From an optimization exercise on the open Yosys and OpenROAD flow, aimed at small area; shortcuts taken in it are not production practice.
In this exercise RTL edits were held to simulation tests only and were not proved equivalent to the original.
Power figures rest on the tool's default switching activity, not on a simulated workload.

## flow/design.v

```verilog
`timescale 1ns / 1ps
module DriverRGB(input sysclk,
    input [31:0] red,
    input [31:0] green,
    input [31:0] blue,
    input [31:0] red2,
    input [31:0] green2,
    input [31:0] blue2,
    input [2:0] linesel,
    input rst,
    input send,
    input enable,
    output R1, G1, B1, R2, G2, B2,
    output reg [2:0] linesel_out,
    output reg data_clk,
    output reg regclk_out,
    output reg output_en,
    output ready
    );
    reg [31:0] wr, wg, wb, wr2, wg2, wb2;
    reg [2:0]  lin;
    reg [4:0]  bitcounter;    
    reg        b;
    reg        rdy;
    assign ready = rdy;
    wire st_idle    = rdy & (output_en | ~b);
    wire st_clkout  = ~data_clk & ~output_en & (~rdy | b);
    wire st_rega    = ~rdy & output_en & ~regclk_out & ~b;
    wire st_fin     = ~rdy & output_en & b;
    wire last       = &bitcounter;
    wire ld = st_idle & ~rst;
    wire sh = data_clk & ~last & ~rst;
    wire fl = ~st_idle & ~(data_clk & ~last) & ~rst;
    wire [31:0] nr, ng, nb, nr2, ng2, nb2;
    DriverRGB_sel3 s_r [30:1] (.a(red[30:1]), .sa(ld), .b(wr[31:2]), .sb(sh), .c(wr[30:1]), .sc(fl), .y(nr[30:1]));
    DriverRGB_sel3p s_r_0 (.a(red[0]), .sa(ld), .b(wr[1]), .sb(sh), .c(wr[0]), .sc(fl), .y(nr[0]));
    DriverRGB_sel2 s_r_31 (.a(red[31]), .sa(ld), .c(wr[31]), .sc(fl), .y(nr[31]));
    DriverRGB_sel3 s_g [30:1] (.a(green[30:1]), .sa(ld), .b(wg[31:2]), .sb(sh), .c(wg[30:1]), .sc(fl), .y(ng[30:1]));
    DriverRGB_sel3p s_g_0 (.a(green[0]), .sa(ld), .b(wg[1]), .sb(sh), .c(wg[0]), .sc(fl), .y(ng[0]));
    DriverRGB_sel2 s_g_31 (.a(green[31]), .sa(ld), .c(wg[31]), .sc(fl), .y(ng[31]));
    DriverRGB_sel3 s_b [30:1] (.a(blue[30:1]), .sa(ld), .b(wb[31:2]), .sb(sh), .c(wb[30:1]), .sc(fl), .y(nb[30:1]));
    DriverRGB_sel3p s_b_0 (.a(blue[0]), .sa(ld), .b(wb[1]), .sb(sh), .c(wb[0]), .sc(fl), .y(nb[0]));
    DriverRGB_sel2 s_b_31 (.a(blue[31]), .sa(ld), .c(wb[31]), .sc(fl), .y(nb[31]));
    DriverRGB_sel3 s_r2 [30:1] (.a(red2[30:1]), .sa(ld), .b(wr2[31:2]), .sb(sh), .c(wr2[30:1]), .sc(fl), .y(nr2[30:1]));
    DriverRGB_sel3p s_r2_0 (.a(red2[0]), .sa(ld), .b(wr2[1]), .sb(sh), .c(wr2[0]), .sc(fl), .y(nr2[0]));
    DriverRGB_sel2 s_r2_31 (.a(red2[31]), .sa(ld), .c(wr2[31]), .sc(fl), .y(nr2[31]));
    DriverRGB_sel3 s_g2 [30:1] (.a(green2[30:1]), .sa(ld), .b(wg2[31:2]), .sb(sh), .c(wg2[30:1]), .sc(fl), .y(ng2[30:1]));
    DriverRGB_sel3p s_g2_0 (.a(green2[0]), .sa(ld), .b(wg2[1]), .sb(sh), .c(wg2[0]), .sc(fl), .y(ng2[0]));
    DriverRGB_sel2 s_g2_31 (.a(green2[31]), .sa(ld), .c(wg2[31]), .sc(fl), .y(ng2[31]));
    DriverRGB_sel3 s_b2 [30:1] (.a(blue2[30:1]), .sa(ld), .b(wb2[31:2]), .sb(sh), .c(wb2[30:1]), .sc(fl), .y(nb2[30:1]));
    DriverRGB_sel3p s_b2_0 (.a(blue2[0]), .sa(ld), .b(wb2[1]), .sb(sh), .c(wb2[0]), .sc(fl), .y(nb2[0]));
    DriverRGB_sel2 s_b2_31 (.a(blue2[31]), .sa(ld), .c(wb2[31]), .sc(fl), .y(nb2[31]));
    always @(posedge sysclk) begin
        wr <= nr; wg <= ng; wb <= nb; wr2 <= nr2; wg2 <= ng2; wb2 <= nb2;
        lin <= ~((linesel & {3{st_idle}}) | (lin & {3{~st_idle}}));
    end
    assign R1 = wr[0];
    assign G1 = wg[0];
    assign B1 = wb[0];
    assign R2 = wr2[0];
    assign G2 = wg2[0];
    assign B2 = wb2[0];
    always @(posedge sysclk) begin
        if (rst) begin
            data_clk <= 0; regclk_out <= 0; output_en <= 1; rdy <= 1; b <= 0;
            linesel_out <= 0; bitcounter <= 0;
        end else begin
            data_clk   <= st_clkout;
            regclk_out <= st_rega;
            output_en  <= (output_en & ~rdy) | (data_clk & last);
            if (st_clkout) rdy <= 0;
            if (st_fin) rdy <= 1;
            b          <= (st_idle & send) | regclk_out | st_fin;
            bitcounter <= bitcounter + data_clk;
            if (st_rega)
                linesel_out <= ~lin;    
        end
    end
endmodule
module DriverRGB_sel3(input a, input sa, input b, input sb, input c, input sc, output y);
    assign y = ~((a & sa) | (b & sb) | (c & sc));
endmodule
module DriverRGB_sel2(input a, input sa, input c, input sc, output y);
    assign y = ~((a & sa) | (c & sc));
endmodule
module DriverRGB_sel3p(input a, input sa, input b, input sb, input c, input sc, output y);
    assign y = (a & sa) | (b & sb) | (c & sc);
endmodule
```

## flow/flow/run.sh

```bash
#!/bin/bash
set -euo pipefail
bash standard.sh "BUFFER_PORTS_ARGS=-buffer_cell sky130_fd_sc_hd__buf_1" \
  "CTS_ARGS=-sink_clustering_enable -repair_clock_nets -buf_list sky130_fd_sc_hd__clkbuf_8 -sink_clustering_size 19 -sink_clustering_max_diameter 55 -dont_use_dummy_load" \
  finish > orfs_make.log 2>&1
```

## flow/standard.sh

```bash
#!/bin/bash
# synth_recipe.tcl (not shown) runs the flow's synth.tcl, then flattens the netlist and writes it again
# the make line also repeats each setting of config.mk as NAME=value (left out here)
make -C /OpenROAD-flow-scripts/flow DESIGN_CONFIG=/design/flow/config.mk WORK_HOME=/design/flow/orfs CLKGATE_MAP_FILE= SYNTH_SCRIPT=/design/flow/synth_recipe.tcl "${@:-finish}"
```

## flow/config.mk

```make
export PLATFORM = sky130hd
export DESIGN_NAME = DriverRGB
export DESIGN_NICKNAME = DriverRGB
export VERILOG_FILES = /design/flow/design.v
export SDC_FILE = /design/flow/constraint.sdc
export NUM_CORES = 4
export LEC_CHECK = 0
export CAP_MARGIN = 20
export CORE_MARGIN = 2
export CORE_UTILIZATION = 40
export SLEW_MARGIN = 20
export SYNTH_HIERARCHICAL = 1
export SYNTH_MINIMUM_KEEP_SIZE = 0
```

## flow/constraint.sdc

```tcl
create_clock -name core_clock -period 10.0 [get_ports {sysclk}]
set_input_delay 2.0000 -clock core_clock [delete_from_list [all_inputs] [get_ports {sysclk}]]
set_output_delay 2.0000 -clock core_clock [all_outputs]
set_load 0.01 [all_outputs]
```

==> qor.txt, run 1 <==
Avg Cell Area, Syn: 14.3 um^2
CORE AREA: 15800 um^2
Initial antenna violation count: 0
Logic pwr share: 11.7%
Final Slew Violations: 0
Routed wire length: 15900 um
Switching fraction of total power: 24.9%
Cts bufs inserted: 17
Starting Density: 40.7%
Syn Inst Count: 449
Met1 Use GR: 22.2%
Max Cap Viol: 0
Via density: 6.37
Synth top area share: 64.9%
Root buf cell: clkbuf_8
Pin count of the biggest net entering global routing: 117
Via count: 5709
Switch Pwr: 0.395 mW
Post-synthesis net count: 650
DR pass1 iterations: 19
Final setup fails: 0
RSZ-0062 raised after global routing: no
Critical-path top delay cell: and3b_4
Top cells by count, synth: dfxtp_1, a222oi_1, nor2_1
Pwr Total: 1.59 mW
Reg-to-reg critical path startpoint: b$_SDFF_PP0_
Clock power share: 24.8%
Port Buf Inserts: 210
Final Util: 49.2%
Dominant cell type by area after synthesis: dfxtp_1
Routed len/inst: 17.7 um
WP data arrival: 4.45 ns
Fin Clk Skew: 0.0471 ns
N_diodes: 0
EDFF count, synth: 0
Distinct cells, synth: 23
Cell Rows: 46
Worst EP required: 10.28 ns
Int Pwr: 1.19 mW
Area Growth Syn to Fin: 21.0%
Relative slew slack: 28.0%
Synth area leaders: dfxtp_1, a222oi_1, a22oi_2
Sum Neg Setup Slack: 0 ns
Num ports: 212
DP HPWL: 9980 um
H-Tree Depth: 1
Seq pwr share: 63.4%
First-pass GRT wire length: 24100 um
Setup bufs post-CTS: 0
Mapped Area: 6410 um^2
Part of the cycle the worst path needs: 41.7%
Seq/Total Area, Yosys: 64.9%
Most common cell in the netlist: dfxtp_1
Vias in the first global route: 5049
Clock Latency Late Sink: 0.49 ns
Leakage: 2.65 nW
CTS tree: yes
Fmax: 240 MHz
Setup crit start kind: input pin
Pwr dens: 205 nW/um^2
Synth warn: 7
Residual DRC: 0
Deepest clock path buffer count: 3
Die H: 131 um
DRT iter0 DRCs: 1070
Met3 GRT Util: 5.62%
Nets: 883
Total global-route track usage: 16.9%
CP Cell Sequence: buf_1 -> and3b_4 -> buf_6 -> a222oi_1
Async S/R FF share, synth: 0%
Final hold violations: 0
Crit path time final: 4.17 ns
Setup crit start: rst
CP endpoint kind: flop
Worst-Margin Slew: 1.08 ns
Resized Gates After CTS: 0
Hold_sp: lin[0]$_DFF_P_
Synthesized flop and latch total: 208
# clock sinks: 208
Layout cells sized above 1: 4.85%
Gpl congestion: 0.716
Grt ovf: 0
Worst Setup Path Type: input pin to flop
Ys flop type: dfxtp_1
CTS Hold Bufs: 0
Run status: timing/DRC/antenna clean
Crit Path Max Fanout: 116
Worst-path clk slew: 0.10 ns
Die extent in x: 131 um
Most used routing layer: met2
Crit-path max cell delay: 1.05 ns
Grt met2 use: 27.3%
Detail Route Antenna Nets: 0
Maximum vdd drop: 0.000101 V
Total die area: 17100 um^2
Worst hold path class: flop to flop
==> worst max-delay path: cells and delay by family <==
kind | cells | cell delay (ns)
buffers and inverters | 2 | 1.05
and+or+nand+nor | 1 | 1.05
AOI/OAI and AO/OA | 1 | 0.21
==> logic make-up (layout without fill, tap and decap cells) <==
logic type	Yosys count	after routing	share of synthesized area, %
flops	208	208	64.9
compound gates	201	201	31.1
simple gates	23	23	2.01
buf+inv	8	239	0.468
mux	4	4	0.644
xor+xnor	3	3	0.410
fa+ha+maj	2	2	0.390
==> stage by stage <==
stage / cells / setup slack, ns / cell area (um^2) / hold slack [ns]
4_1_cts: 896 / 5.67 / 7760 / 0.402
2_1_floorplan: 449 / 1.15 / 6410 / 0.413
6_report: 896 / 5.83 / 7760 / 0.407
3_3_place_gp: 879 / 5.29 / 7520 / 0.424
3_5_place_dp: 879 / 5.14 / 7520 / 0.434
5_1_grt: 896 / 5.70 / 7760 / 0.430
==> layer usage <==
layer / vias up / share of wire, %
met5: - / 0
li1: 2600 / -
met3: 24 / 12
met4: 0 / 1.6
met1: 2798 / 41
met2: 287 / 46
==> modules after synthesis (local to each module, per instance) <==
module,copies in the design,cell area [um^2]
DriverRGB,1,4450
DriverRGB_sel2,6,12.5
DriverRGB_sel3,180,10.0
DriverRGB_sel3p,6,13.8
==> cell type report <==
cell class | instances | area (um^2)
fillers | 1482 | 8010
inverters | 7 | 26.3
clock buffers | 17 | 234
flip-flops and latches | 208 | 4160
well taps | 216 | 270
repair buffers | 215 | 830
multi-input cells | 233 | 2240
==> path summary, 6_finish.rpt <==
path | to | slack [ns] | cells past startpoint
max | wg2[1]$_DFF_P_ | 5.83 | 4
min | linesel_out[0]$_SDFFE_PP0P_ | 0.41 | 1
max reg2reg | wg2[1]$_DFF_P_ | 6.97 | 5
min reg2reg | linesel_out[0]$_SDFFE_PP0P_ | 0.41 | 1
==> cell usage in the layout (no fill, tap or decap) <==
cell type,count
a211oi_1,3
a21oi_1,2
a221o_1,1
a222oi_1,186
a22oi_2,6
and3b_4,1
buf_1,210
buf_4,4
buf_6,1
clkbuf_8,17
dfxtp_1,208
ha_1,2
inv_1,7
mux2_2,1
mux2i_1,3
nand2_1,2
nand2b_1,1
nand3_1,3
nor2_1,8
nor2_4,2
nor2b_1,4
nor3_1,1
nor4b_4,1
o21a_1,1
o21ai_0,2
xnor2_1,1
xor2_1,2
==> state kept, by name, summed over array words and instances (netlist names) <==
signal,flops
wr2,32
wb2,32
wb,32
wr,32
bitcounter,5
b,1
output_en,1
linesel_out,3
data_clk,1
rdy,1
wg2,32
wg,32
lin,3
regclk_out,1
==> power groups by stage <==
stage               Sequential, mW  Clock (mW)  Combinational, mW
global placement              1.02           0              0.176
finish                        1.01       0.395              0.186
detailed placement            1.03           0              0.186
global route                  1.02       0.446              0.208
CTS                           1.01       0.419              0.186
floorplan                     1.01           0              0.141
==> inputs of run 2 (changes only) <==
==> flow/flow/run.sh (replaced) <==
#!/bin/bash
set -euo pipefail
bash standard.sh "BUFFER_PORTS_ARGS=-buffer_cell sky130_fd_sc_hd__buf_1" \
  "CTS_ARGS=-sink_clustering_enable -repair_clock_nets -buf_list sky130_fd_sc_hd__clkbuf_4 -sink_clustering_size 10 -sink_clustering_max_diameter 40 -dont_use_dummy_load" \
  finish > orfs_make.log 2>&1
==> qor.txt, run 2 <==
Leakage: 2.66 nW
Part of the cycle the worst path needs: 40.3%
Synth warn: 7
CP endpoint kind: flop
Via density: 6.32
Crit path time final: 4.03 ns
FILL cells: 1491
Setup bufs post-CTS: 0
DP Area: 7520 um^2
CTS Hold Bufs: 0
Gpl congestion: 0.716
Die extent in x: 131 um
Synth top area share: 64.9%
# clock sinks: 208
CTS tree: yes
Sum Neg Setup Slack: 0 ns
Mapped Area: 6410 um^2
Async S/R FF share, synth: 0%
Final Slew Violations: 0
RSZ-0062 raised after global routing: no
Hold Crit Endpoint: wb[7]$_DFF_P_
Pwr dens: 204 nW/um^2
Worst EP required: 10.42 ns
Layout cells sized above 1: 6.50%
Syn Inst Count: 449
Most common cell after layout, fill and taps aside: buf_1
Finished layout cell area: 7740 um^2
Setup crit start kind: input pin
Dpl ws: 5.14 ns
Seq/Total Area, Yosys: 64.9%
Clock Latency Late Sink: 0.62 ns
Total global-route track usage: 17.1%
Worst hold path class: flop to flop
DP HPWL: 9980 um
Root buf cell: clkbuf_4
Vias in the first global route: 5161
Die H: 131 um
Synthesized flop and latch total: 208
Reg-to-reg critical path startpoint: b$_SDFF_PP0_
Final worst slack: 5.97 ns
Worst hold path depth: 1
DRT iter0 DRCs: 1052
Routed wire length: 16000 um
Fmax: 248 MHz
Top cells by count, synth: dfxtp_1, a222oi_1, nor2_1
Hold_sp: wb[8]$_DFF_P_
N_diodes: 0
Pwr Total: 1.58 mW
DR pass1 iterations: 19
Reg2reg path depth: 5
Top routing layer used: met4
Routed len/inst: 17.6 um
Num ports: 212
Most frequent cells in the layout: buf_1, dfxtp_1, a222oi_1
Avg Cell Area, Syn: 14.3 um^2
Fin Clk Skew: 0.0519 ns
Worst Setup Path Type: input pin to flop
Port Buf Inserts: 210
Resized Gates After CTS: 0
Worst-Margin Slew: 1.08 ns
Distinct cells, synth: 23
Crit Path Max Fanout: 116
Post-synthesis net count: 650
FF-to-FF setup slack: 7.00 ns
Met3 wire len: 1800 um
Maximum vdd drop: 0.0000962 V
CORE AREA: 15800 um^2
Max Cap Viol: 0
Relative slew slack: 27.8%
Deepest clock path buffer count: 3
EDFF count, synth: 0
Via count: 5743
Total die area: 17100 um^2
Wl on met1: 6720 um
Final setup fails: 0
Detail Route Antenna Nets: 0
Area Growth Syn to Fin: 20.8%
Nets: 895
Starting Density: 40.7%
Met2 wire length: 7260 um
Final hold violations: 0
Cell Rows: 46
Cts bufs inserted: 29
Run status: timing/DRC/antenna clean
Dominant cell type by area after synthesis: dfxtp_1
Ys flop type: dfxtp_1
Synth area leaders: dfxtp_1, a222oi_1, a22oi_2
WP data arrival: 4.45 ns
Worst-path clk slew: 0.11 ns
Most common cell in the netlist: dfxtp_1
Worst r2r dst: wg2[15]$_DFF_P_
Residual DRC: 0
First-pass GRT wire length: 24400 um
H-Tree Depth: 1
Initial antenna violation count: 0
Grt ovf: 0
Pin count of the biggest net entering global routing: 117
[run 2: layout make-up]
| class | count | area [um^2] | share of cell area [%] |
|---|---|---|---|
| Clock buffer | 29 | 218 | 2.81 |
| Inverter | 7 | 26.3 | 0.339 |
| Multi-Input combinational cell | 233 | 2240 | 28.9 |
| Sequential cell | 208 | 4160 | 53.8 |
| Tap cell | 216 | 270 | 3.49 |
| Timing Repair Buffer | 215 | 830 | 10.7 |
[run 2: worst max path at each step]
stage	start	to	slack (ns)	cells past startpoint
global route	rst	wb[9]$_DFF_P_	5.88	4
finish	rst	wg2[15]$_DFF_P_	5.97	4
global placement	rst	wb[30]$_DFF_P_	5.29	4
CTS	rst	wb2[1]$_DFF_P_	5.84	4
detailed placement	rst	wb[13]$_DFF_P_	5.14	4
floorplan	rst	wb2[10]$_DFF_P_	1.15	3
[run 2: power breakdown]
part	internal (mW)	switching, mW
registers	0.945	0.0634
clock network	0.133	0.249
logic	0.0963	0.0903
total	1.17	0.402
[run 2: cells by family (layout without fill, tap and decap cells)]
| family | after synthesis | after routing | synth area share [%] |
|---|---|---|---|
| mux | 4 | 4 | 0.644 |
| buf+inv | 8 | 251 | 0.468 |
| xor+xnor | 3 | 3 | 0.410 |
| flops | 208 | 208 | 64.9 |
| simple gates | 23 | 23 | 2.01 |
| compound gates | 201 | 201 | 31.1 |
| fa+ha+maj | 2 | 2 | 0.390 |
[run 2: critical path: stages]
cell	delay [ns]
buf_1	0.33
and3b_4	1.05
buf_6	0.73
a222oi_1	0.21
[run 2: stage by stage]
step / hold WS (ns) / util, % / std cells
floorplan: 0.413 / - / 449
global placement: 0.424 / 47.7 / 879
detailed placement: 0.434 / 47.7 / 879
CTS: 0.403 / 49.1 / 908
global route: 0.423 / 49.1 / 908
finish: 0.395 / 49.1 / 908
[run 2: routing by layer]
metal | up-vias | GRT usage (%)
met3 | 19 | 5.86
met1 | 2820 | 22.1
met5 | - | 0
met4 | 0 | 5.13
met2 | 266 | 27.2
li1 | 2638 | -
[run 2: modules after synthesis, one instance, submodules excluded]
module	area [um^2]	flip-flops and latches	cells inside
DriverRGB	4450	208	251
DriverRGB_sel3p	13.8	0	2
DriverRGB_sel2	12.5	0	1
DriverRGB_sel3	10.0	0	1
==> inputs of run 3 (changes only) <==
--- a/flow/design.v
+++ b/flow/design.v
@@ -35,20 +35,20 @@
     DriverRGB_sel3 s_r [30:1] (.a(red[30:1]), .sa(ld), .b(wr[31:2]), .sb(sh), .c(wr[30:1]), .sc(fl), .y(nr[30:1]));
     DriverRGB_sel3p s_r_0 (.a(red[0]), .sa(ld), .b(wr[1]), .sb(sh), .c(wr[0]), .sc(fl), .y(nr[0]));
-    DriverRGB_sel2 s_r_31 (.a(red[31]), .sa(ld), .c(wr[31]), .sc(fl), .y(nr[31]));
+    DriverRGB_sel2 s_r_31 (.a(red[31]), .s(ld), .c(wr[31]), .y(nr[31]));
     DriverRGB_sel3 s_g [30:1] (.a(green[30:1]), .sa(ld), .b(wg[31:2]), .sb(sh), .c(wg[30:1]), .sc(fl), .y(ng[30:1]));
     DriverRGB_sel3p s_g_0 (.a(green[0]), .sa(ld), .b(wg[1]), .sb(sh), .c(wg[0]), .sc(fl), .y(ng[0]));
-    DriverRGB_sel2 s_g_31 (.a(green[31]), .sa(ld), .c(wg[31]), .sc(fl), .y(ng[31]));
+    DriverRGB_sel2 s_g_31 (.a(green[31]), .s(ld), .c(wg[31]), .y(ng[31]));
     DriverRGB_sel3 s_b [30:1] (.a(blue[30:1]), .sa(ld), .b(wb[31:2]), .sb(sh), .c(wb[30:1]), .sc(fl), .y(nb[30:1]));
     DriverRGB_sel3p s_b_0 (.a(blue[0]), .sa(ld), .b(wb[1]), .sb(sh), .c(wb[0]), .sc(fl), .y(nb[0]));
-    DriverRGB_sel2 s_b_31 (.a(blue[31]), .sa(ld), .c(wb[31]), .sc(fl), .y(nb[31]));
+    DriverRGB_sel2 s_b_31 (.a(blue[31]), .s(ld), .c(wb[31]), .y(nb[31]));
     DriverRGB_sel3 s_r2 [30:1] (.a(red2[30:1]), .sa(ld), .b(wr2[31:2]), .sb(sh), .c(wr2[30:1]), .sc(fl), .y(nr2[30:1]));
     DriverRGB_sel3p s_r2_0 (.a(red2[0]), .sa(ld), .b(wr2[1]), .sb(sh), .c(wr2[0]), .sc(fl), .y(nr2[0]));
-    DriverRGB_sel2 s_r2_31 (.a(red2[31]), .sa(ld), .c(wr2[31]), .sc(fl), .y(nr2[31]));
+    DriverRGB_sel2 s_r2_31 (.a(red2[31]), .s(ld), .c(wr2[31]), .y(nr2[31]));
     DriverRGB_sel3 s_g2 [30:1] (.a(green2[30:1]), .sa(ld), .b(wg2[31:2]), .sb(sh), .c(wg2[30:1]), .sc(fl), .y(ng2[30:1]));
     DriverRGB_sel3p s_g2_0 (.a(green2[0]), .sa(ld), .b(wg2[1]), .sb(sh), .c(wg2[0]), .sc(fl), .y(ng2[0]));
-    DriverRGB_sel2 s_g2_31 (.a(green2[31]), .sa(ld), .c(wg2[31]), .sc(fl), .y(ng2[31]));
+    DriverRGB_sel2 s_g2_31 (.a(green2[31]), .s(ld), .c(wg2[31]), .y(ng2[31]));
     DriverRGB_sel3 s_b2 [30:1] (.a(blue2[30:1]), .sa(ld), .b(wb2[31:2]), .sb(sh), .c(wb2[30:1]), .sc(fl), .y(nb2[30:1]));
     DriverRGB_sel3p s_b2_0 (.a(blue2[0]), .sa(ld), .b(wb2[1]), .sb(sh), .c(wb2[0]), .sc(fl), .y(nb2[0]));
-    DriverRGB_sel2 s_b2_31 (.a(blue2[31]), .sa(ld), .c(wb2[31]), .sc(fl), .y(nb2[31]));
+    DriverRGB_sel2 s_b2_31 (.a(blue2[31]), .s(ld), .c(wb2[31]), .y(nb2[31]));
     always @(posedge sysclk) begin
         wr <= nr; wg <= ng; wb <= nb; wr2 <= nr2; wg2 <= ng2; wb2 <= nb2;
@@ -81,6 +81,6 @@
     assign y = ~((a & sa) | (b & sb) | (c & sc));
 endmodule
-module DriverRGB_sel2(input a, input sa, input c, input sc, output y);
-    assign y = ~((a & sa) | (c & sc));
+module DriverRGB_sel2(input a, input s, input c, output y);
+    assign y = s ? ~a : ~c;
 endmodule
 module DriverRGB_sel3p(input a, input sa, input b, input sb, input c, input sc, output y);
--- a/flow/config.mk
+++ b/flow/config.mk
@@ -9,4 +9,5 @@
 export CORE_MARGIN = 2
 export CORE_UTILIZATION = 40
+export PLACE_DENSITY = 0.7
 export SLEW_MARGIN = 20
 export SYNTH_HIERARCHICAL = 1
==> qor.txt, run 3 <==
Hold_sp: lin[1]$_DFF_P_
Sum Neg Setup Slack: 0 ns
Via density: 6.31
Ys flop type: dfxtp_1
Synth area leaders: dfxtp_1, a222oi_1, mux2i_1
Avg Cell Area, Syn: 14.2 um^2
Wl on met1: 6260 um
Synthesized flop and latch total: 208
Dpl ws: 5.24 ns
RSZ-0062 raised after global routing: no
# clock sinks: 208
Pin count of the biggest net entering global routing: 112
Num ports: 212
FF-to-FF setup slack: 6.68 ns
CP endpoint kind: flop
Hold Crit Endpoint: linesel_out[1]$_SDFFE_PP0P_
Maximum vdd drop: 0.000114 V
Residual DRC: 0
Critical-path top delay cell: and3b_4
CTS Hold Bufs: 0
Cell Rows: 46
Final Slew Violations: 0
Pwr dens: 205 nW/um^2
Crit Path Max Fanout: 106
Synth top area share: 65.1%
CP Cell Sequence: buf_1 -> and3b_4 -> buf_4 -> a222oi_1
Most frequent cells in the layout: buf_1, dfxtp_1, a222oi_1
Area Growth Syn to Fin: 20.9%
Syn Inst Count: 449
Run status: timing/DRC/antenna clean
CTS tree: yes
Deepest clock path buffer count: 3
Total global-route track usage: 16.7%
Max Cap Viol: 0
Layout cells sized above 1: 5.77%
Part of the cycle the worst path needs: 42.4%
Setup bufs post-CTS: 0
Async S/R FF share, synth: 0%
Nets: 896
Die extent in x: 130 um
Fmax: 236 MHz
Reg-to-reg critical path startpoint: bitcounter[2]$_SDFF_PP0_
EDFF count, synth: 0
Final setup fails: 0
Met2 wire length: 7280 um
Top cells by count, synth: dfxtp_1, a222oi_1, nor2_1
Clock Latency Late Sink: 0.64 ns
Worst-Margin Slew: 1.11 ns
First-pass GRT wire length: 23600 um
DP HPWL: 9870 um
Resized Gates After CTS: 0
Relative slew slack: 26.3%
Met3 wire len: 1800 um
Dominant cell type by area after synthesis: dfxtp_1
Distinct cells, synth: 22
Via count: 5738
Total die area: 17000 um^2
Worst hold path depth: 1
Port Buf Inserts: 210
Worst path top cell family by delay: buffers and inverters
Final hold violations: 0
Initial antenna violation count: 2
Synth warn: 7
Worst-path clk slew: 0.10 ns
Seq/Total Area, Yosys: 65.1%
Vias in the first global route: 5109
Cts bufs inserted: 30
Starting Density: 40.6%
Worst hold path class: flop to flop
Buf/Inv on CP: 2
Crit-path max cell delay: 1.04 ns
Most common cell after layout, fill and taps aside: buf_1
Worst r2r dst: wg[16]$_DFF_P_
Detail Route Antenna Nets: 0
Root buf cell: clkbuf_4
DR pass1 iterations: 17
Finished layout cell area: 7740 um^2
Mapped Area: 6400 um^2
Reg2reg path depth: 5
Worst Setup Path Type: input pin to flop
Post-synthesis net count: 650
Grt ovf: 0
WP data arrival: 4.64 ns
DP Area: 7510 um^2
CORE AREA: 15800 um^2
DRT iter0 DRCs: 841
Crit path time final: 4.24 ns
Worst EP required: 10.40 ns
Die H: 130 um
Setup crit start kind: input pin
Routed len/inst: 17.3 um
H-Tree Depth: 1
Fin Clk Skew: 0.0864 ns
Top routing layer used: met5
Leakage: 2.68 nW
Most common cell in the netlist: dfxtp_1
Final worst slack: 5.76 ns
Gpl congestion: 0.750
Routed wire length: 15700 um
-- run 3: final cells by class --
type | count | area, um^2
Fill cell | 1492 | 8030
Sequential cell | 208 | 4160
Tap cell | 216 | 270
Clock buffer | 30 | 225
Multi-Input combinational cell | 233 | 2220
Antenna cell | 1 | 2.50
Inverter | 7 | 26.3
Timing Repair Buffer | 215 | 826
-- run 3: worst max-delay path by stage --
stage | startpoint | to | slack, ns | cells after the start
after floorplan | rst | wb2[10]$_DFF_P_ | 1.12 | 3
after global placement | rst | wg[5]$_DFF_P_ | 5.39 | 4
after detailed placement | rst | wr[24]$_DFF_P_ | 5.24 | 4
after CTS | rst | wb[9]$_DFF_P_ | 5.92 | 4
after global routing | rst | wg[16]$_DFF_P_ | 5.67 | 4
final | rst | wg[16]$_DFF_P_ | 5.76 | 4
-- run 3: per-stage QoR --
stage               instances  util (%)  total power [mW]  hold slack (ns)
global route              910      49.1              1.68            0.394
floorplan                 449         -              1.15            0.412
global placement          879      47.6              1.20            0.423
detailed placement        879      47.6              1.22            0.431
finish                    910      49.1              1.58            0.372
CTS                       909      49.0              1.61            0.376
-- run 3: layer usage --
layer  vias to the layer above  GRT usage, %
li1                       2635             -
met1                      2773          20.4
met2                       293          27.2
met3                        35          5.66
met4                         2          6.70
met5                         -             0
-- run 3: cell families (layout without fill, tap and decap cells) --
logic type / count (synthesis) / count (layout) / share of synthesized area [%]
other: 0 / 1 / 0
AO/OA/AOI/OAI: 195 / 195 / 30.0
multiplexers: 10 / 10 / 1.58
adder cells (fa/ha/maj): 2 / 2 / 0.391
buffers and inverters: 8 / 252 / 0.469
flip-flops: 208 / 208 / 65.1
AND/OR/NAND/NOR: 23 / 23 / 2.01
XOR/XNOR: 3 / 3 / 0.411
-- run 3: power by group --
part	internal [mW]	switching, mW	leakage (nW)
clock network	0.136	0.249	0.138
logic	0.0963	0.0896	0.807
registers	0.947	0.0647	1.74
total	1.18	0.403	2.68
-- run 3: per-module statistics from Yosys (local to each module, per instance) --
module / copies in the design / flops+latches / cells inside / cell area, um^2
DriverRGB_sel3: 180 / 0 / 1 / 10.0
DriverRGB_sel2: 6 / 0 / 1 / 10.0
DriverRGB_sel3p: 6 / 0 / 2 / 13.8
DriverRGB: 1 / 208 / 251 / 4450
==> inputs of run 4 (changes only) <==
==> flow/flow/run.sh (replaced) <==
#!/bin/bash
set -euo pipefail
bash standard.sh "BUFFER_PORTS_ARGS=-buffer_cell sky130_fd_sc_hd__buf_1" \
  "CTS_ARGS=-sink_clustering_enable -repair_clock_nets -buf_list sky130_fd_sc_hd__clkbuf_4 -sink_clustering_size 12 -sink_clustering_max_diameter 45 -dont_use_dummy_load" \
  finish > orfs_make.log 2>&1
--- a/flow/config.mk
+++ b/flow/config.mk
@@ -6,9 +6,8 @@
 export NUM_CORES = 4
 export LEC_CHECK = 0
-export CAP_MARGIN = 20
+export CAP_MARGIN = 10
 export CORE_MARGIN = 2
 export CORE_UTILIZATION = 40
-export PLACE_DENSITY = 0.7
-export SLEW_MARGIN = 20
+export SLEW_MARGIN = 10
 export SYNTH_HIERARCHICAL = 1
 export SYNTH_MINIMUM_KEEP_SIZE = 0
==> qor.txt, run 4 <==
Sum Neg Setup Slack: 0 ns
Clock power share: 23.8%
Pwr dens: 203 nW/um^2
Fin Clk Skew: 0.0409 ns
Synth top area share: 65.1%
Fmax: 238 MHz
Worst Setup Path Type: input pin to flop
Routed len/inst: 17.2 um
FILL cells: 1535
EDFF count, synth: 0
Crit-path max cell delay: 1.13 ns
Max Cap Viol: 0
Seq pwr share: 64.4%
H-Tree Depth: 1
CTS tree: yes
CTS Hold Bufs: 0
Via density: 6.28
Nets: 893
Port Buf Inserts: 210
Final hold violations: 0
First-pass GRT wire length: 23000 um
Pwr Total: 1.57 mW
Grt ovf: 0
Most common cell in the netlist: dfxtp_1
Relative slew slack: 26.9%
Most common cell after layout, fill and taps aside: buf_1
Part of the cycle the worst path needs: 42.0%
Seq/Total Area, Yosys: 65.1%
Routed wire length: 15600 um
Total die area: 17000 um^2
Resized Gates After CTS: 0
Worst-path clk slew: 0.10 ns
CP endpoint kind: flop
Deepest clock path buffer count: 3
Int Pwr: 1.17 mW
WP data arrival: 4.60 ns
Final Slew Violations: 0
Avg Cell Area, Syn: 14.2 um^2
Die extent in x: 130 um
Setup crit start kind: input pin
Switching fraction of total power: 25.6%
CP Cell Sequence: buf_1 -> and3b_4 -> buf_4 -> a222oi_1
Critical-path top delay cell: and3b_4
CORE AREA: 15800 um^2
Ys flop type: dfxtp_1
Most frequent cells in the layout: buf_1, dfxtp_1, a222oi_1
Cell Rows: 46
Distinct cells, synth: 22
Mapped Area: 6400 um^2
N_diodes: 0
Synthesized flop and latch total: 208
Synth warn: 7
Initial antenna violation count: 0
Async S/R FF share, synth: 0%
Dominant cell type by area after synthesis: dfxtp_1
Die H: 130 um
Residual DRC: 0
Switch Pwr: 0.401 mW
Leakage: 2.67 nW
Via count: 5686
Root buf cell: clkbuf_4
Starting Density: 40.6%
Final setup fails: 0
DRT iter0 DRCs: 1021
Num ports: 212
Layout cells sized above 1: 5.36%
Total global-route track usage: 16.2%
Cts bufs inserted: 27
Setup bufs post-CTS: 0
Run status: timing/DRC/antenna clean
Worst EP required: 10.40 ns
Detail Route Antenna Nets: 0
Pin count of the biggest net entering global routing: 98
# clock sinks: 208
Vias in the first global route: 4994
Syn Inst Count: 449
Crit Path Max Fanout: 97
Worst-Margin Slew: 1.10 ns
Clock Latency Late Sink: 0.62 ns
Logic pwr share: 11.8%
Post-synthesis net count: 650
Synth area leaders: dfxtp_1, a222oi_1, mux2i_1
DR pass1 iterations: 22
Gpl congestion: 0.676
DP HPWL: 9730 um
Crit path time final: 4.20 ns
Top cells by count, synth: dfxtp_1, a222oi_1, nor2_1
Maximum vdd drop: 0.0000902 V
Area Growth Syn to Fin: 20.5%
RSZ-0062 raised after global routing: no
Worst hold path class: flop to flop
## run 4: cell counts after synthesis
No cell type changed its count.
## run 4: routing by layer
metal	up-vias	track usage (%)	wire (um)
met3	25	6.35	1830
met4	0	5.32	326
li1	2630	-	-
met2	262	25.7	7020
met1	2769	20.4	6440
met5	-	0	0
## run 4: cell type report
class | count | area, um^2 | area share, %
sequential | 208 | 4160 | 54.0
inverter | 7 | 26.3 | 0.341
timing repair buffer | 215 | 826 | 10.7
tap | 216 | 270 | 3.50
clock buffer | 27 | 203 | 2.63
multi-input combinational | 233 | 2220 | 28.8
## run 4: stage by stage
stage	cells	hold slack, ns	cell area (um^2)	setup WS (ns)	util, %
floorplan	449	0.412	6400	1.12	-
global placement	879	0.422	7510	5.36	47.6
detailed placement	879	0.428	7510	5.22	47.6
CTS	906	0.401	7710	5.91	48.9
global route	906	0.419	7710	5.65	48.9
finish	906	0.403	7710	5.80	48.9
## run 4: Yosys stat by module, one instance, submodules excluded
module	cells	cell area [um^2]	copies in the design	flip-flops and latches
DriverRGB_sel3	1	10.0	180	0
DriverRGB	251	4450	1	208
DriverRGB_sel3p	2	13.8	6	0
DriverRGB_sel2	1	10.0	6	0
## run 4: critical path, delay by kind of cell
family,cells,cell delay (ns)
and+or+nand+nor,1,1.13
AOI/OAI and AO/OA,1,0.20
buffers and inverters,2,1.18
## run 4: logic make-up (layout without fill, tap and decap cells)
logic type	count (synthesis)	in the layout	share of synthesized area, %
mux	10	10	1.58
compound gates	195	195	30.0
buf+inv	8	249	0.469
simple gates	23	23	2.01
fa+ha+maj	2	2	0.391
xor+xnor	3	3	0.411
flops	208	208	65.1
## run 4: final timing paths
check	start	cells past startpoint	slack, ns	endpoint
worst max register to register	bitcounter[2]$_SDFF_PP0_	5	6.80	wg[5]$_DFF_P_
worst min-delay path	wg[3]$_DFF_P_	1	0.40	wg[2]$_DFF_P_
worst max-delay path	rst	4	5.80	wg[5]$_DFF_P_
worst min register to register	wg[3]$_DFF_P_	1	0.40	wg[2]$_DFF_P_
## run 4: power by group through the flow
stage                     Clock [mW]  Combinational, mW  Sequential [mW]
after floorplan                    0              0.140             1.01
after CTS                      0.397              0.185             1.01
after detailed placement           0              0.185             1.03
after global routing           0.430              0.207             1.02
final                          0.373              0.185             1.01
after global placement             0              0.175             1.02
==> inputs of run 5 (changes only) <==
==> flow/flow/run.sh (replaced) <==
#!/bin/bash
set -euo pipefail
bash standard.sh "BUFFER_PORTS_ARGS=-buffer_cell sky130_fd_sc_hd__buf_1" \
  "CTS_ARGS=-sink_clustering_enable -repair_clock_nets -buf_list sky130_fd_sc_hd__clkbuf_4 -sink_clustering_size 12 -sink_clustering_max_diameter 90 -dont_use_dummy_load" \
  finish > orfs_make.log 2>&1
--- a/flow/config.mk
+++ b/flow/config.mk
@@ -9,4 +9,5 @@
 export CORE_MARGIN = 2
 export CORE_UTILIZATION = 40
+export PLACE_DENSITY = 0.7
 export SLEW_MARGIN = 10
 export SYNTH_HIERARCHICAL = 1
==> qor.txt, run 5 <==
DRT iter0 DRCs: 908
Setup bufs post-CTS: 0
Part of the cycle the worst path needs: 42.6%
Most common cell after layout, fill and taps aside: buf_1
Via count: 5667
Async S/R FF share, synth: 0%
Crit path time final: 4.26 ns
Reg2reg path depth: 5
Fmax: 235 MHz
Leakage: 2.64 nW
Complex-gate fraction of the synthesized area: 30.0%
First-pass GRT wire length: 23300 um
Port Buf Inserts: 210
Adder-Cell Fraction of Synth Area: 0.391%
DP Area: 7510 um^2
Die extent in x: 130 um
Crit-path max cell delay: 1.05 ns
Root buf cell: clkbuf_4
Simple-gate share of the synthesized area: 2.01%
Total die area: 17000 um^2
Nets: 887
Clock Latency Late Sink: 0.60 ns
Num ports: 212
Starting Density: 40.6%
Cell Rows: 46
Mapped Area: 6400 um^2
Max Cap Viol: 0
Top cells by count, synth: dfxtp_1, a222oi_1, nor2_1
Area Growth Syn to Fin: 19.9%
H-Tree Depth: 1
Synth area leaders: dfxtp_1, a222oi_1, mux2i_1
Total global-route track usage: 16.5%
Reg-to-reg critical path startpoint: bitcounter[1]$_SDFF_PP0_
Worst EP required: 10.42 ns
Resized Gates After CTS: 0
XOR/XNOR Fraction of Synth Area: 0.411%
RSZ-0062 raised after global routing: no
Final Slew Violations: 0
Deepest clock path buffer count: 3
Layout cells sized above 1: 4.53%
EDFF count, synth: 0
Run status: timing/DRC/antenna clean
FILL cells: 1495
Maximum vdd drop: 0.000115 V
Finished layout cell area: 7670 um^2
Dominant cell type by area after synthesis: dfxtp_1
Synth warn: 7
Most frequent cells in the layout: buf_1, dfxtp_1, a222oi_1
Pwr Total: 1.53 mW
Worst-Margin Slew: 1.09 ns
Worst path top cell family by delay: buffers and inverters
Synthesized flop and latch total: 208
Via density: 6.29
Hold_sp: lin[1]$_DFF_P_
Worst hold path depth: 1
Pwr dens: 200 nW/um^2
Syn Inst Count: 449
Sum Neg Setup Slack: 0 ns
Crit Path Max Fanout: 106
Main combinational cell family by area after synthesis: compound AO/OA/AOI/OAI gates
Distinct cells, synth: 22
Seq/Total Area, Yosys: 65.1%
Ys flop type: dfxtp_1
Final hold violations: 0
Multiplexer share of the synthesized area: 1.58%
Relative slew slack: 27.4%
Fin Clk Skew: 0.0598 ns
Worst hold path class: flop to flop
Final Util: 48.6%
Routed len/inst: 17.4 um
Most common cell in the netlist: dfxtp_1
Final setup fails: 0
WP data arrival: 4.68 ns
Post-synthesis net count: 650
Die H: 130 um
Vias in the first global route: 5099
Worst-path clk slew: 0.12 ns
Detail Route Antenna Nets: 0
Post-Place Cells: 879
Worst r2r dst: wr[18]$_DFF_P_
CTS tree: yes
Critical-path top delay cell: and3b_4
CP endpoint kind: flop
Avg Cell Area, Syn: 14.2 um^2
Initial antenna violation count: 2
DP HPWL: 9870 um
Cts bufs inserted: 21
Grt ovf: 0
Worst Setup Path Type: input pin to flop
Routed wire length: 15700 um
# clock sinks: 208
Setup crit start kind: input pin
Synth top area share: 65.1%
Non-Filler Instances: 901
Buf/Inv on CP: 2
Pin count of the biggest net entering global routing: 112
CORE AREA: 15800 um^2
DR pass1 iterations: 15
Gpl congestion: 0.750
CP Cell Sequence: buf_1 -> and3b_4 -> buf_4 -> a222oi_1
CTS Hold Bufs: 0
Hold Crit Endpoint: lin[1]$_DFF_P_
FF-to-FF setup slack: 6.71 ns
Residual DRC: 0
-- run 5: per-module statistics from Yosys, one instance, submodules excluded --
module | area, um^2 | flops+latches | times used | cells
DriverRGB_sel3p | 13.8 | 0 | 6 | 2
DriverRGB | 4450 | 208 | 1 | 251
DriverRGB_sel3 | 10.0 | 0 | 180 | 1
DriverRGB_sel2 | 10.0 | 0 | 6 | 1
-- run 5: cell families (layout without fill, tap and decap cells) --
kind of cell | after synthesis | count (layout)
flops | 208 | 208
xor+xnor | 3 | 3
mux | 10 | 10
buf+inv | 8 | 243
other cells | 0 | 1
compound gates | 195 | 195
fa+ha+maj | 2 | 2
simple gates | 23 | 23
-- run 5: stage by stage --
step                      hold WS, ns  worst slack (ns)
after CTS                       0.440              5.94
after detailed placement        0.431              5.24
final                           0.436              5.74
after global placement          0.423              5.39
after global routing            0.454              5.64
after floorplan                 0.412              1.12
-- run 5: worst max path at each step --
stage | slack, ns | start | cells past startpoint | end
2_1_floorplan | 1.12 | rst | 3 | wb2[10]$_DFF_P_
3_3_place_gp | 5.39 | rst | 4 | wg[5]$_DFF_P_
3_5_place_dp | 5.24 | rst | 4 | wr[24]$_DFF_P_
4_1_cts | 5.94 | rst | 4 | wg[4]$_DFF_P_
5_1_grt | 5.64 | rst | 4 | wb[21]$_DFF_P_
6_report | 5.74 | rst | 4 | wr[18]$_DFF_P_
-- run 5: power by group --
part	internal, mW	total, mW	switching [mW]
logic	0.0963	0.186	0.0899
registers	0.947	1.01	0.0651
clock network	0.0974	0.337	0.239
-- run 5: metal layers --
metal	up-vias	share of wire, %	track usage [%]
met2	249	47	27.3
met1	2771	41	20.2
met3	28	10	5.17
met4	2	2.4	6.63
li1	2617	-	-
met5	-	0.064	0
-- run 5: final cells by class --
| type | instances | area [um^2] | area share, % |
|---|---|---|---|
| Antenna cell | 1 | 2.50 | 0.0326 |
| Clock buffer | 21 | 158 | 2.06 |
| Inverter | 7 | 26.3 | 0.343 |
| Multi-Input combinational cell | 233 | 2220 | 29.0 |
| Sequential cell | 208 | 4160 | 54.3 |
| Tap cell | 216 | 270 | 3.52 |
| Timing Repair Buffer | 215 | 826 | 10.8 |
-- run 5: worst register-to-register path, cell delays in order (launching register included) --
cell      delay, ns
dfxtp_1        0.39
nand3_1        0.12
o21ai_0        0.41
and3b_4        0.89
buf_4          0.97
a222oi_1       0.34
==> inputs of run 6 (changes only) <==
==> flow/flow/run.sh (replaced) <==
#!/bin/bash
set -euo pipefail
bash standard.sh "BUFFER_PORTS_ARGS=-buffer_cell sky130_fd_sc_hd__buf_1" \
  "CTS_ARGS=-sink_clustering_enable -repair_clock_nets -buf_list sky130_fd_sc_hd__clkbuf_4 -sink_clustering_size 12 -sink_clustering_max_diameter 140 -dont_use_dummy_load" \
  finish > orfs_make.log 2>&1
==> qor.txt, run 6 <==
FF-to-FF setup slack: 6.71 ns
Synth area leaders: dfxtp_1, a222oi_1, mux2i_1
Total global-route track usage: 16.5%
Initial antenna violation count: 2
CTS tree: yes
Die H: 130 um
Setup crit start kind: input pin
Grt ovf: 0
Layout cells sized above 1: 4.53%
Mapped Area: 6400 um^2
Gpl congestion: 0.750
Synth warn: 7
Synthesized flop and latch total: 208
Nets: 887
DR pass1 iterations: 15
Synth top area share: 65.1%
Die extent in x: 130 um
Final Slew Violations: 0
Async S/R FF share, synth: 0%
Setup crit start: rst
Sum Neg Setup Slack: 0 ns
Post-synthesis net count: 650
Dominant cell type by area after synthesis: dfxtp_1
Final Util: 48.6%
Reg2reg path depth: 5
Worst-path clk slew: 0.12 ns
Resized Gates After CTS: 0
Deepest clock path buffer count: 3
Distinct cells, synth: 22
Total die area: 17000 um^2
Max Cap Viol: 0
Final worst slack: 5.74 ns
Dpl ws: 5.24 ns
H-Tree Depth: 1
RSZ-0062 raised after global routing: no
Routed wire length: 15700 um
Crit path time final: 4.26 ns
Root buf cell: clkbuf_4
Ys flop type: dfxtp_1
FILL cells: 1495
Maximum vdd drop: 0.000115 V
Relative slew slack: 27.4%
Final hold violations: 0
CORE AREA: 15800 um^2
Reg-to-reg critical path startpoint: bitcounter[1]$_SDFF_PP0_
Run status: timing/DRC/antenna clean
Most common cell in the netlist: dfxtp_1
Cell Rows: 46
CTS Hold Bufs: 0
Starting Density: 40.6%
Leakage: 2.64 nW
DP HPWL: 9870 um
Detail Route Antenna Nets: 0
Worst hold path class: flop to flop
Most common cell after layout, fill and taps aside: buf_1
Setup bufs post-CTS: 0
DRT iter0 DRCs: 908
First-pass GRT wire length: 23300 um
Worst-Margin Slew: 1.09 ns
Port Buf Inserts: 210
Num ports: 212
Via count: 5667
Worst r2r dst: wr[18]$_DFF_P_
Final setup fails: 0
Residual DRC: 0
Syn Inst Count: 449
Fin Clk Skew: 0.0598 ns
Fmax: 235 MHz
Pwr dens: 200 nW/um^2
Clock Latency Late Sink: 0.60 ns
Seq/Total Area, Yosys: 65.1%
Crit Path Max Fanout: 106
Worst EP required: 10.42 ns
Cts bufs inserted: 21
Via density: 6.29
Part of the cycle the worst path needs: 42.6%
Most frequent cells in the layout: buf_1, dfxtp_1, a222oi_1
Pin count of the biggest net entering global routing: 112
Vias in the first global route: 5099
Worst Setup Path Type: input pin to flop
CP endpoint kind: flop
Area Growth Syn to Fin: 19.9%
# clock sinks: 208
EDFF count, synth: 0
Avg Cell Area, Syn: 14.2 um^2
Top cells by count, synth: dfxtp_1, a222oi_1, nor2_1
Routed len/inst: 17.4 um
WP data arrival: 4.68 ns
Setup crit end: wr[18]$_DFF_P_
## run 6: cell counts in the layout (fill, tap and decap cells not counted)
Identical to the previous run, type by type.
## run 6: critical path, stage by stage
cell,delay (ns)
buf_1,0.33
and3b_4,1.05
buf_4,0.90
a222oi_1,0.22
## run 6: stage by stage
step	instances	area (um^2)	hold WS, ns	power [mW]
after CTS	900	7670	0.440	1.56
final	901	7670	0.436	1.53
after floorplan	449	6400	0.412	1.15
after global routing	901	7670	0.454	1.62
after detailed placement	879	7510	0.431	1.22
after global placement	879	7510	0.423	1.20
## run 6: final cells by class
class	instances	area [um^2]	share of cell area, %
Antenna cell	1	2.50	0.0326
Clock buffer	21	158	2.06
Inverter	7	26.3	0.343
Multi-Input combinational cell	233	2220	29.0
Sequential cell	208	4160	54.3
Tap cell	216	270	3.52
Timing Repair Buffer	215	826	10.8
## run 6: Yosys stat by module, one instance, submodules excluded
module,copies in the design,cells
DriverRGB,1,251
DriverRGB_sel3p,6,2
DriverRGB_sel2,6,1
DriverRGB_sel3,180,1
## run 6: cell families after synthesis
family / share of synthesized area, %
mux: 1.58
simple gates: 2.01
flops: 65.1
buf+inv: 0.469
xor+xnor: 0.411
fa+ha+maj: 0.391
compound gates: 30.0
## run 6: worst min path at each step
stage                          startpoint         endpoint  slack, ns  depth (start not counted)
after CTS                  lin[1]$_DFF_P_   lin[1]$_DFF_P_       0.44                          1
after global placement     wg[31]$_DFF_P_   wg[31]$_DFF_P_       0.42                          1
final                      lin[1]$_DFF_P_   lin[1]$_DFF_P_       0.44                          1
after global routing       lin[1]$_DFF_P_   lin[1]$_DFF_P_       0.45                          1
after floorplan           wb2[31]$_DFF_P_  wb2[31]$_DFF_P_       0.41                          1
after detailed placement  wg2[31]$_DFF_P_  wg2[31]$_DFF_P_       0.43                          1
## run 6: report_power, final
group	total [mW]	switching [mW]	internal (mW)
Sequential	1.01	0.0651	0.947
Combinational	0.186	0.0899	0.0963
Clock	0.337	0.239	0.0974
Total	1.53	0.394	1.14
## run 6: per-layer routing
metal / wire length (um) / up-vias / track usage [%]
met5: 10 / - / 0
met4: 378 / 2 / 6.63
met3: 1560 / 28 / 5.17
met2: 7290 / 249 / 27.3
met1: 6420 / 2771 / 20.2
li1: - / 2617 / -
==> inputs of run 7 (changes only) <==
--- a/flow/design.v
+++ b/flow/design.v
@@ -20,13 +20,12 @@
     reg [31:0] wr, wg, wb, wr2, wg2, wb2;
     reg [2:0]  lin;
-    reg [4:0]  bitcounter;    
-    reg        b;
+    reg [4:0]  bitcounter;
     reg        rdy;
     assign ready = rdy;
-    wire st_idle    = rdy & (output_en | ~b);
-    wire st_clkout  = ~data_clk & ~output_en & (~rdy | b);
-    wire st_rega    = ~rdy & output_en & ~regclk_out & ~b;
-    wire st_fin     = ~rdy & output_en & b;
-    wire last       = &bitcounter;
+    wire st_idle    = rdy & (output_en | ~bitcounter[0]);
+    wire st_clkout  = ~data_clk & ~output_en & (~rdy | bitcounter[0]);
+    wire st_rega    = ~rdy & output_en & ~regclk_out & ~bitcounter[1];
+    wire st_fin     = ~rdy & output_en & bitcounter[1];
+    wire last       = ~|bitcounter;
     wire ld = st_idle & ~rst;
     wire sh = data_clk & ~last & ~rst;
@@ -63,5 +62,5 @@
     always @(posedge sysclk) begin
         if (rst) begin
-            data_clk <= 0; regclk_out <= 0; output_en <= 1; rdy <= 1; b <= 0;
+            data_clk <= 0; regclk_out <= 0; output_en <= 1; rdy <= 1;
             linesel_out <= 0; bitcounter <= 0;
         end else begin
@@ -71,6 +70,8 @@
             if (st_clkout) rdy <= 0;
             if (st_fin) rdy <= 1;
-            b          <= (st_idle & send) | regclk_out | st_fin;
-            bitcounter <= bitcounter + data_clk;
+            if (st_idle)
+                bitcounter <= {4'b0, send};
+            else
+                bitcounter <= bitcounter + (data_clk | regclk_out);
             if (st_rega)
                 linesel_out <= ~lin;    
==> flow/flow/run.sh (replaced) <==
#!/bin/bash
set -euo pipefail
bash standard.sh "BUFFER_PORTS_ARGS=-buffer_cell sky130_fd_sc_hd__buf_1" \
  "CTS_ARGS=-sink_clustering_enable -repair_clock_nets -buf_list sky130_fd_sc_hd__clkbuf_4 -sink_clustering_size 12 -sink_clustering_max_diameter 45 -dont_use_dummy_load" \
  finish > orfs_make.log 2>&1
==> qor.txt, run 7 <==
Worst EP required: 10.34 ns
Synth area leaders: dfxtp_1, a222oi_1, mux2i_1
Initial antenna violation count: 0
Non-Filler Instances: 905
Detail Route Antenna Nets: 0
Dpl ws: 5.38 ns
Crit-path most repeated cell: buf_4
Residual DRC: 0
Crit-path max cell delay: 0.91 ns
Cts bufs inserted: 24
Leakage: 2.65 nW
Final hold violations: 0
Clock Latency Late Sink: 0.58 ns
Reg-to-reg critical path startpoint: rdy$_SDFFE_PP1P_
Ys flop type: dfxtp_1
Avg Cell Area, Syn: 14.2 um^2
Gpl congestion: 0.767
Seq pwr share: 65.5%
Area Growth Syn to Fin: 20.3%
FILL cells: 1489
Via count: 5709
Num ports: 212
Top cells by count, synth: dfxtp_1, a222oi_1, mux2i_1
CP Cell Sequence: buf_1 -> nor2_4 -> buf_4 -> buf_4 -> a222oi_1
CORE AREA: 15800 um^2
EDFF count, synth: 0
Post-Place Cells: 881
CTS tree: yes
Root buf cell: clkbuf_4
Maximum vdd drop: 0.000115 V
Mapped Area: 6400 um^2
Switch Pwr: 0.371 mW
Max Cap Viol: 0
Fin Clk Skew: 0.0595 ns
Pwr dens: 193 nW/um^2
Part of the cycle the worst path needs: 41.5%
Setup crit start kind: input pin
RSZ-0062 raised after global routing: no
Deepest clock path buffer count: 3
Dominant cell type by area after synthesis: dfxtp_1
Async S/R FF share, synth: 0%
Worst hold path class: flop to flop
Critical-path top delay cell: buf_4
Setup crit start: rst
Worst-Margin Slew: 1.07 ns
Worst Setup Path Type: input pin to flop
Total die area: 17000 um^2
Reg2reg path depth: 5
Synth top area share: 64.7%
Vias in the first global route: 5174
First-pass GRT wire length: 23600 um
# clock sinks: 207
Fmax: 241 MHz
Routed len/inst: 17.2 um
Final Slew Violations: 0
WP data arrival: 4.49 ns
Crit Path Max Fanout: 108
Final setup fails: 0
Distinct cells, synth: 24
Final worst slack: 5.85 ns
Layout cells sized above 1: 5.66%
Port Buf Inserts: 210
Most frequent cells in the layout: buf_1, dfxtp_1, a222oi_1
Nets: 892
Switching fraction of total power: 24.9%
N_diodes: 0
Clock power share: 23.6%
Resized Gates After CTS: 0
Int Pwr: 1.12 mW
Starting Density: 40.6%
Syn Inst Count: 450
CTS Hold Bufs: 0
Setup bufs post-CTS: 0
Die extent in x: 131 um
Run status: timing/DRC/antenna clean
Seq/Total Area, Yosys: 64.7%
Pin count of the biggest net entering global routing: 109
Grt ovf: 0
DRT iter0 DRCs: 971
Final Util: 48.8%
Relative slew slack: 28.9%
Crit path time final: 4.15 ns
Total global-route track usage: 16.3%
Worst hold path depth: 1
Routed wire length: 15600 um
Sum Neg Setup Slack: 0 ns
Post-synthesis net count: 651
Most common cell after layout, fill and taps aside: buf_1
Cell Rows: 46
Synth warn: 7
Logic pwr share: 10.9%
DP HPWL: 9920 um
Via density: 6.31
CP endpoint kind: flop
Hold_sp: wg[21]$_DFF_P_
Worst-path clk slew: 0.12 ns
Die H: 131 um
H-Tree Depth: 1
DR pass1 iterations: 22
Most common cell in the netlist: dfxtp_1
Synthesized flop and latch total: 207
run 7: cell types whose count changed after synthesis, sizes merged, moves of 2 or more:
cell	previous run	this run
nand2	2	0
nor2b	4	2
nor3	1	3
nor3b	0	2
o21ai	2	4
or2	0	2
run 7: final timing paths:
kind	to	slack (ns)
worst max-delay path	wr2[25]$_DFF_P_	5.85
worst min-delay path	wg[20]$_DFF_P_	0.38
worst max register to register	wr2[25]$_DFF_P_	6.95
worst min register to register	wg[20]$_DFF_P_	0.38
run 7: layout make-up:
| class | instances | area, um^2 | area share, % |
|---|---|---|---|
| inverter | 8 | 30.0 | 0.390 |
| sequential | 207 | 4140 | 53.8 |
| timing repair buffer | 216 | 833 | 10.8 |
| tap | 216 | 270 | 3.51 |
| clock buffer | 24 | 180 | 2.34 |
| multi-input combinational | 234 | 2240 | 29.1 |
run 7: modules after synthesis, one instance, submodules excluded:
module           cell area (um^2)  flip-flops and latches
DriverRGB                    4460                     207
DriverRGB_sel2               10.0                       0
DriverRGB_sel3p              13.8                       0
DriverRGB_sel3               10.0                       0
run 7: kinds of logic after synthesis:
| kind of cell | synth area share, % |
|---|---|
| compound gates | 30.3 |
| xor+xnor | 0.411 |
| fa+ha+maj | 0.391 |
| buf+inv | 0.528 |
| flops | 64.7 |
| mux | 1.41 |
| simple gates | 2.21 |
run 7: power by group through the flow:
stage               clock network [mW]  registers [mW]  logic [mW]
CTS                              0.371           0.973       0.163
floorplan                            0           0.980       0.121
global placement                     0           0.986       0.152
global route                     0.402           0.985       0.181
finish                           0.351           0.974       0.163
detailed placement                   0           0.993       0.163
run 7: critical path, delay by kind of cell:
kind | cells | cell delay (ns)
buffers and inverters | 3 | 1.87
AO/OA/AOI/OAI | 1 | 0.25
AND/OR/NAND/NOR | 1 | 0.20
run 7: stage by stage:
| stage | total power [mW] | hold WS [ns] | area, um^2 |
|---|---|---|---|
| finish | 1.49 | 0.382 | 7700 |
| global route | 1.57 | 0.386 | 7700 |
| CTS | 1.51 | 0.380 | 7700 |
| detailed placement | 1.16 | 0.430 | 7520 |
| global placement | 1.14 | 0.421 | 7520 |
| floorplan | 1.10 | 0.412 | 6400 |
run 7: routing by layer:
metal  vias up  GRT usage [%]  share of wire, %
li1       2637              -                 -
met1      2768           20.6                41
met2       277           26.8                46
met3        27           5.70                11
met4         0           4.32               1.7
met5         -              0                 0
==> inputs of run 8 (changes only) <==
==> flow/flow/run.sh (replaced) <==
#!/bin/bash
set -euo pipefail
bash standard.sh "BUFFER_PORTS_ARGS=-buffer_cell sky130_fd_sc_hd__buf_1" \
  "CTS_ARGS=-sink_clustering_enable -repair_clock_nets -buf_list sky130_fd_sc_hd__clkbuf_4 -sink_clustering_size 12 -sink_clustering_max_diameter 90 -dont_use_dummy_load" \
  finish > orfs_make.log 2>&1
==> qor.txt, run 8 <==
# clock sinks: 207
Leakage: 2.63 nW
Seq/Total Area, Yosys: 64.7%
Synthesized flop and latch total: 207
Post-synthesis net count: 651
CORE AREA: 15800 um^2
FF-to-FF setup slack: 6.93 ns
Pwr dens: 192 nW/um^2
N_diodes: 0
Post-Place Cells: 881
Max Cap Viol: 0
Relative slew slack: 28.4%
Ys flop type: dfxtp_1
Sum Neg Setup Slack: 0 ns
Area Growth Syn to Fin: 20.0%
CTS tree: yes
Part of the cycle the worst path needs: 41.1%
Worst-Margin Slew: 1.07 ns
Async S/R FF share, synth: 0%
Via count: 5741
Vias in the first global route: 5131
Final hold violations: 0
H-Tree Depth: 1
Final setup fails: 0
Die H: 131 um
First-pass GRT wire length: 23800 um
Fmax: 243 MHz
Clock Latency Late Sink: 0.60 ns
DR pass1 iterations: 16
Resized Gates After CTS: 0
EDFF count, synth: 0
Gpl congestion: 0.767
Total die area: 17000 um^2
Via density: 6.36
Setup crit start kind: input pin
Starting Density: 40.6%
Detail Route Antenna Nets: 0
Most common cell after layout, fill and taps aside: buf_1
Grt ovf: 0
Non-Filler Instances: 902
DRT iter0 DRCs: 1082
WP data arrival: 4.48 ns
Top cells by count, synth: dfxtp_1, a222oi_1, mux2i_1
Deepest clock path buffer count: 3
Syn Inst Count: 450
Die extent in x: 131 um
Worst Setup Path Type: input pin to flop
Layout cells sized above 1: 5.25%
Cell Rows: 46
Num ports: 212
Total global-route track usage: 16.5%
Worst EP required: 10.37 ns
Worst hold path class: flop to flop
Synth warn: 7
CP endpoint kind: flop
Setup bufs post-CTS: 0
Routed len/inst: 17.4 um
Nets: 889
Most common cell in the netlist: dfxtp_1
Cts bufs inserted: 21
Distinct cells, synth: 24
Fin Clk Skew: 0.0563 ns
Synth area leaders: dfxtp_1, a222oi_1, mux2i_1
Port Buf Inserts: 210
Most frequent cells in the layout: buf_1, dfxtp_1, a222oi_1
Final Slew Violations: 0
Maximum vdd drop: 0.000122 V
Worst-path clk slew: 0.12 ns
Residual DRC: 0
Pwr Total: 1.48 mW
Routed wire length: 15700 um
CTS Hold Bufs: 0
DP HPWL: 9920 um
RSZ-0062 raised after global routing: no
Run status: timing/DRC/antenna clean
Synth top area share: 64.7%
Crit path time final: 4.11 ns
Root buf cell: clkbuf_4
Mapped Area: 6400 um^2
Pin count of the biggest net entering global routing: 109
Crit Path Max Fanout: 108
Dominant cell type by area after synthesis: dfxtp_1
Initial antenna violation count: 0
Avg Cell Area, Syn: 14.2 um^2
## run 8: final timing paths
check	startpoint	endpoint	cells after the start
setup reg to reg	rdy$_SDFFE_PP1P_	wr[30]$_DFF_P_	5
hold / removal	wr[30]$_DFF_P_	wr[29]$_DFF_P_	1
hold reg to reg	wr[30]$_DFF_P_	wr[29]$_DFF_P_	1
setup / recovery	rst	wr[30]$_DFF_P_	5
## run 8: cell families (layout without fill, tap and decap cells)
kind of cell	after synthesis	after routing	synth area share, %
AOI/OAI and AO/OA	198	198	30.3
xor gates and xnor gates	3	3	0.411
adders and majority gates	2	2	0.391
buffers and inverters	9	245	0.528
DFF	207	207	64.7
muxes	9	9	1.41
and+or+nand+nor	22	22	2.21
## run 8: routing by layer
metal  track usage (%)  share of wire (%)
met5                 0                  0
met4              4.19                1.3
met3              5.90                 11
met2              26.9                 47
met1              21.1                 41
## run 8: critical path, stage by stage
cell      delay (ns)
buf_1           0.35
nor2_4          0.20
buf_4           0.61
buf_4           0.91
a222oi_1        0.25
## run 8: report_power, final
part / internal [mW] / leakage [nW] / switching [mW]
sequential: 0.921 / 1.73 / 0.0534
clock: 0.0971 / 0.0966 / 0.241
combinational: 0.0859 / 0.809 / 0.0772
total: 1.10 / 2.63 / 0.371
## run 8: per-module statistics from Yosys (local to each module, per instance)
module / cell area, um^2 / times used / flops+latches
DriverRGB_sel3: 10.0 / 180 / 0
DriverRGB_sel3p: 13.8 / 6 / 0
DriverRGB: 4460 / 1 / 207
DriverRGB_sel2: 10.0 / 6 / 0
## run 8: layout make-up
class                   instances  area, um^2
clock buffers                  21         158
fillers                      1487        8090
inverters                       8        30.0
multi-input cells             234        2240
flip-flops and latches        207        4140
well taps                     216         270
repair buffers                216         833
## run 8: per-stage QoR
step	util (%)	setup slack [ns]	cell area, um^2	hold slack (ns)
6_report	48.7	5.89	7680	0.381
5_1_grt	48.7	5.77	7680	0.390
4_1_cts	48.7	6.02	7680	0.372
3_5_place_dp	47.7	5.38	7520	0.430
3_3_place_gp	47.7	5.55	7520	0.421
2_1_floorplan	-	1.12	6400	0.412

==> static timing again, ports no longer ideal <==
In the flow no input, the clock included, has a driving cell. The finished layouts below were timed again as built, in two steps. Step 1 sets driving cells, clkbuf_16 on the clock port and buf_2 on the other inputs (assumed; they add their load-dependent delay and slew). Step 2 adds t to the input delays and takes it off the output delays; t is the mean of the earliest and latest rising clock arrival at the registers after step 1. Input paths then give back, and output paths get back, about the clock's delay inside the block. Three values: ideal, step 1, step 2; two values: the first two.
| run | t (ns) | setup WS [ns] | worst setup path at the end | clock arrival spread, ns | cell pins on the clock port's net |
|---|---|---|---|---|---|
| run 1 | 0.506 | 5.828 / 5.842 / 5.337 | input to register | 0.047 / 0.047 | 1 |
| run 2 | 0.631 | 5.973 / 5.986 / 5.354 | input to register | 0.053 / 0.053 | 1 |
| run 3 | 0.634 | 5.757 / 5.767 / 5.133 | input to register | 0.087 / 0.086 | 1 |
| run 4 | 0.635 | 5.798 / 5.808 / 5.173 | input to register | 0.049 / 0.049 | 1 |
| run 5 | 0.603 | 5.742 / 5.752 / 5.149 | input to register | 0.060 / 0.059 | 1 |
| run 6 | 0.603 | 5.742 / 5.752 / 5.149 | input to register | 0.060 / 0.059 | 1 |
| run 7 | 0.597 | 5.850 / 5.850 / 5.254 | input to register | 0.085 / 0.085 | 1 |
| run 8 | 0.609 | 5.889 / 5.890 / 5.281 | input to register | 0.059 / 0.059 | 1 |
After both steps setup and hold are still met in every run listed. The setup slack of run 4, which loses most, moves by +0.010 ns with the drivers and by -0.625 ns with both steps.
